This is an optimization exercise on Yosys and OpenROAD, whose aim is small area, a short achievable clock period and few clock cycles, not a production implementation. In this exercise RTL edits were held to simulation tests only and were not proved equivalent to the original. Power and IR drop assume default switching activity.

## cpu
module cpu(Clk, Reset_N, readM1, address1, data1, readM2, writeM2, address2, data2_in, data2_out, num_inst, output_port, is_halted);
Size: about 2500 cells after synthesis, ~500 flip-flops.
export LEC_CHECK = 0
export ABC_CLOCK_PERIOD_IN_PS = 2000
export CAP_MARGIN = 20
export CORE_MARGIN = 2
export CORE_UTILIZATION = 40
export SETUP_SLACK_MARGIN = 5
export SLEW_MARGIN = 20
export SYNTH_MEMORY_MAX_BITS = 16384
create_clock -name core_clock -period 12.0 [get_ports {Clk}]
standard.sh (not shown) runs the stock make flow with config.mk's settings and CLKGATE_MAP_FILE= SYNTH_SCRIPT=/design/flow/synth_recipe.tcl, a recipe that flattens the netlist after the stock synthesis.
==> flow/flow/run.sh <==
#!/bin/bash
# The standard layout, with timing repair aimed at a shorter period than
# the clock constraint (the constraint itself is unchanged).
bash standard.sh SETUP_SLACK_MARGIN=8.5 finish > standard.log 2>&1
Testbench counts at the start, summed over its fixed seeds: cycles 9,944.
Next try:
==> flow/flow/run.sh (replaced) <==
#!/bin/bash
# The standard layout, with timing repair aimed at a shorter period than
# the clock constraint (the constraint itself is unchanged).
bash standard.sh SETUP_SLACK_MARGIN=7.6 finish > standard.log 2>&1
Settings changed: ABC_CLOCK_PERIOD_IN_PS 2000 to 3000.
Global-route usage went down by 1.7 points; sequential power went down by about 2%; combinational power went down by 26%; sequential share of layout area went up by 3.0 points; cell count went down by 4.2%; total power went down by 14%; design area went down by 8.5%.

cpu again, from the RTL that the note above started with.
==> flow/config.mk <==
export PLATFORM = sky130hd
export DESIGN_NAME = cpu
export DESIGN_NICKNAME = cpu
export VERILOG_FILES = /design/flow/design.v
export SDC_FILE = /design/flow/constraint.sdc
export NUM_CORES = 4
export LEC_CHECK = 0
export ABC_AREA = 1
export CAP_MARGIN = 20
export CORE_MARGIN = 2
export CORE_UTILIZATION = 40
export SETUP_SLACK_MARGIN = 5
export SLEW_MARGIN = 20
export SYNTH_MEMORY_MAX_BITS = 16384
==> flow/constraint.sdc <==
create_clock -name core_clock -period 12.0 [get_ports {Clk}]
set_input_delay 2.4000 -clock core_clock [delete_from_list [all_inputs] [get_ports {Clk}]]
set_output_delay 2.4000 -clock core_clock [all_outputs]
set_load 0.01 [all_outputs]
==> flow/flow/run.sh <==
#!/bin/bash
# The standard layout, with timing repair aimed at a shorter period than
# the clock constraint (the constraint itself is unchanged).
bash standard.sh SETUP_SLACK_MARGIN=7.9 finish > standard.log 2>&1
Testbench counts at the start, summed over its fixed seeds: cycles 9,944.
Edit:
--- a/flow/flow/run.sh
+++ b/flow/flow/run.sh
@@ -4 +4 @@
-bash standard.sh SETUP_SLACK_MARGIN=7.9 finish > standard.log 2>&1
+bash standard.sh SETUP_SLACK_MARGIN=8.2 finish > standard.log 2>&1
ABC_AREA = unset   (was 1)
ABC_CLOCK_PERIOD_IN_PS = 3000   (was unset)
Result: The changed run went through all stages and came out clean. Global-route usage fell by 1.8 points. Clock power fell by about 9%. Hold slack is about the same. Routed wire length fell by 8.0%. Register-to-register slack is worse by 170 ps. Clock-buffer cell count rose by 14. Area after synthesis fell by about 3.4%. Sequential share of layout area fell by 2.2 points. Power fell by about 7%.
Edit:
--- a/flow/flow/run.sh
+++ b/flow/flow/run.sh
@@ -4 +4 @@
-bash standard.sh SETUP_SLACK_MARGIN=8.2 finish > standard.log 2>&1
+bash standard.sh SETUP_SLACK_MARGIN=7.9 finish > standard.log 2>&1
ABC_AREA = 1   (was unset)
ABC_CLOCK_PERIOD_IN_PS = unset   (was 3000)
CORE_UTILIZATION = 30   (was 40)
What happened:
- The new run finished clean
- area after synthesis is higher by 3.6%
- hold slack is about the same
- sequential share of layout area came out higher by 1.6 points
- register-to-register slack improved by 200 ps

Starting RTL as in the previous note.
Design cpu, start of the top module:
module cpu(Clk, Reset_N, readM1, address1, data1, readM2, writeM2, address2, data2_in, data2_out, num_inst, output_port, is_halted);
	input Clk;
	input Reset_N;
	output readM1;
	output [16-1:0] address1;
	input [64-1:0] data1;
	output readM2;
	output writeM2;
	output [16-1:0] address2;
	input [64-1:0] data2_in;
	output [64-1:0] data2_out;
	output [16-1:0] num_inst;
	output [16-1:0] output_port;
	output is_halted;
	reg [15:0] pc;               
	reg [63:0] s0, s1;           
	reg vs0, vs1;                
	reg pa0, pa1;                
	reg pb0, pb1;                
	reg [13:0] ra;               
	reg rqv, rqs;                
	reg xv;                      
	reg [15:0] ir;
	reg [15:0] xl;               
	reg [3:0] xtop;              
	reg xdef, xwr, xld, xst, xhlt, xmem;
	reg [1:0] xrd;
	reg xbne, xbeq, xbgz, xblz, xjr, xjx, xlnk;
	reg xurs, xurt;              
	reg xadd, xsub, xtcp, xaddi, xand, xorr, xori, xnot, xshl, xshr, xlhi;
	reg fa1, fa2, fa3;           
	reg fb1, fb2, fb3;           
	reg la1, la2, la3;           
	reg lb1, lb2, lb3;           
	reg m1v, m1w, m1ld, m1st, m1hlt, m1mem;
	reg [1:0] m1rd, m1rs, m1rt;
	reg [15:0] m1res;
	reg m2v, m2w, m2ld, m2st, m2hlt;
	reg [1:0] m2rd, m2rs, m2rt;
	reg [15:0] m2res;
	reg m3v, m3w, m3ld, m3st, m3hlt;
	reg [1:0] m3rd, m3rs, m3rt;
	reg [15:0] m3res;
	reg [15:0] R0, R1, R2, R3;
	reg [63:0] sline;            
	reg [15:0] a2;               
	reg swr;
	reg [15:0] ninst;
	reg [15:0] outp;
	assign readM1 = rqv;
	assign address1 = {ra, 2'b00};
	wire cur = pc[2];
	wire [13:0] cl = pc[15:2];
	wire [13:0] cl1 = cl + 14'd1;
	wire [13:0] cl2 = cl + 14'd2;
	wire vcur = cur ? vs1 : vs0;
	wire acur = cur ? pb1 : pb0;
	reg [15:0] wbuf, warr;
	always @(*) begin
		case (pc[2:0])
			3'd0: wbuf = s0[63:48];
			3'd1: wbuf = s0[47:32];
			3'd2: wbuf = s0[31:16];
			3'd3: wbuf = s0[15:0];
			3'd4: wbuf = s1[63:48];
			3'd5: wbuf = s1[47:32];
			3'd6: wbuf = s1[31:16];
			default: wbuf = s1[15:0];
		endcase
		case (pc[1:0])
			2'd0: warr = data1[63:48];
			2'd1: warr = data1[47:32];
  ...
==> flow/config.mk <==
export PLATFORM = sky130hd
export DESIGN_NAME = cpu
export DESIGN_NICKNAME = cpu
export VERILOG_FILES = /design/flow/design.v
export SDC_FILE = /design/flow/constraint.sdc
export NUM_CORES = 4
export LEC_CHECK = 0
export ABC_AREA = 1
export CAP_MARGIN = 20
export CORE_MARGIN = 2
export CORE_UTILIZATION = 50
export CTS_BUF_LIST = sky130_fd_sc_hd__clkbuf_8
export CTS_CLUSTER_SIZE = 30
export SETUP_SLACK_MARGIN = 5
export SLEW_MARGIN = 20
export SYNTH_MEMORY_MAX_BITS = 16384
==> flow/constraint.sdc <==
create_clock -name core_clock -period 12.0 [get_ports {Clk}]
set_input_delay 2.4000 -clock core_clock [delete_from_list [all_inputs] [get_ports {Clk}]]
set_output_delay 2.4000 -clock core_clock [all_outputs]
set_load 0.01 [all_outputs]
==> flow/flow/run.sh <==
#!/bin/bash
# The standard layout, with timing repair aimed at a shorter period than
# the clock constraint (the constraint itself is unchanged).
bash standard.sh SETUP_SLACK_MARGIN=7.9 finish > standard.log 2>&1
The first run finished clean.
Testbench counts at the start, summed over its fixed seeds: cycles 9,944.
Then changed:
==> flow/flow/run.sh (replaced) <==
#!/bin/bash
# The standard layout, with timing repair aimed at a shorter period than
# the clock constraint (the constraint itself is unchanged).
bash standard.sh SETUP_SLACK_MARGIN=9.5 finish > standard.log 2>&1
ABC_AREA = default   (was 1)
ABC_CLOCK_PERIOD_IN_PS = 3000   (was default)
CORE_UTILIZATION = 40   (was 50)
CTS_BUF_LIST = default   (was sky130_fd_sc_hd__clkbuf_8)
CTS_CLUSTER_SIZE = default   (was 30)
=> First-iteration DRC count goes down by about 20%; final cell count drops by about 14%; clock-buffer cell count fell by 27; worst setup slack loses 0.016 ns; final area is higher by 16%; routed wire length is about the same; maximum frequency goes down by about 0.4%; non-clock buffer count grows by 255; hold slack gets worse by 0.0052 ns; sequential share of layout area drops by 4.9 points; clock power grows by about 6%.

-- what the ideal ports hide --
In the flow no input, the clock included, has a driving cell. The finished layouts below were timed again as built, in two steps. Step 1: set_driving_cell puts a clkbuf_16 on Clk and a buf_2 on each other input, an assumption about the parent block. Step 2 also shifts input and output timing later by t, the mid clock arrival at the registers, as if the neighbouring blocks saw the same clock. Three values: ideal, step 1, step 2; two values: the first two.
| run | t, ns | setup slack, ns | worst setup path at the end | latest minus earliest clock arrival (ns) | worst data-port slew with drivers (ns) |
|---|---|---|---|---|---|
| the first run of note 1 | 0.683 | 7.953 / 7.973 / 7.300 | input to register | 0.039 / 0.039 | 0.06 |
| the second run of note 1 | 0.680 | 7.620 / 7.634 / 6.980 | input to register | 0.045 / 0.045 | 0.05 |
| the first run of note 2 | 0.688 | 7.993 / 7.929 / 7.367 | input to register | 0.038 / 0.038 | 0.09 |
| the second run of note 2 | 0.683 | 7.856 / 7.856 / 7.407 | input to register | 0.064 / 0.064 | 0.06 |
| the third run of note 2 | 0.702 | 7.987 / 7.920 / 7.340 | input to register | 0.049 / 0.049 | 0.06 |
| the first run of note 3 | 0.752 | 7.916 / 7.899 / 7.283 | input to register | 0.040 / 0.040 | 0.09 |
| the second run of note 3 | 0.682 | 7.901 / 7.929 / 7.251 | input to register | 0.032 / 0.031 | 0.07 |
After both steps every run listed still meets setup and hold. The setup slack of the first run of note 1, which loses most, moves by +0.020 ns with the drivers and by -0.653 ns with both steps.
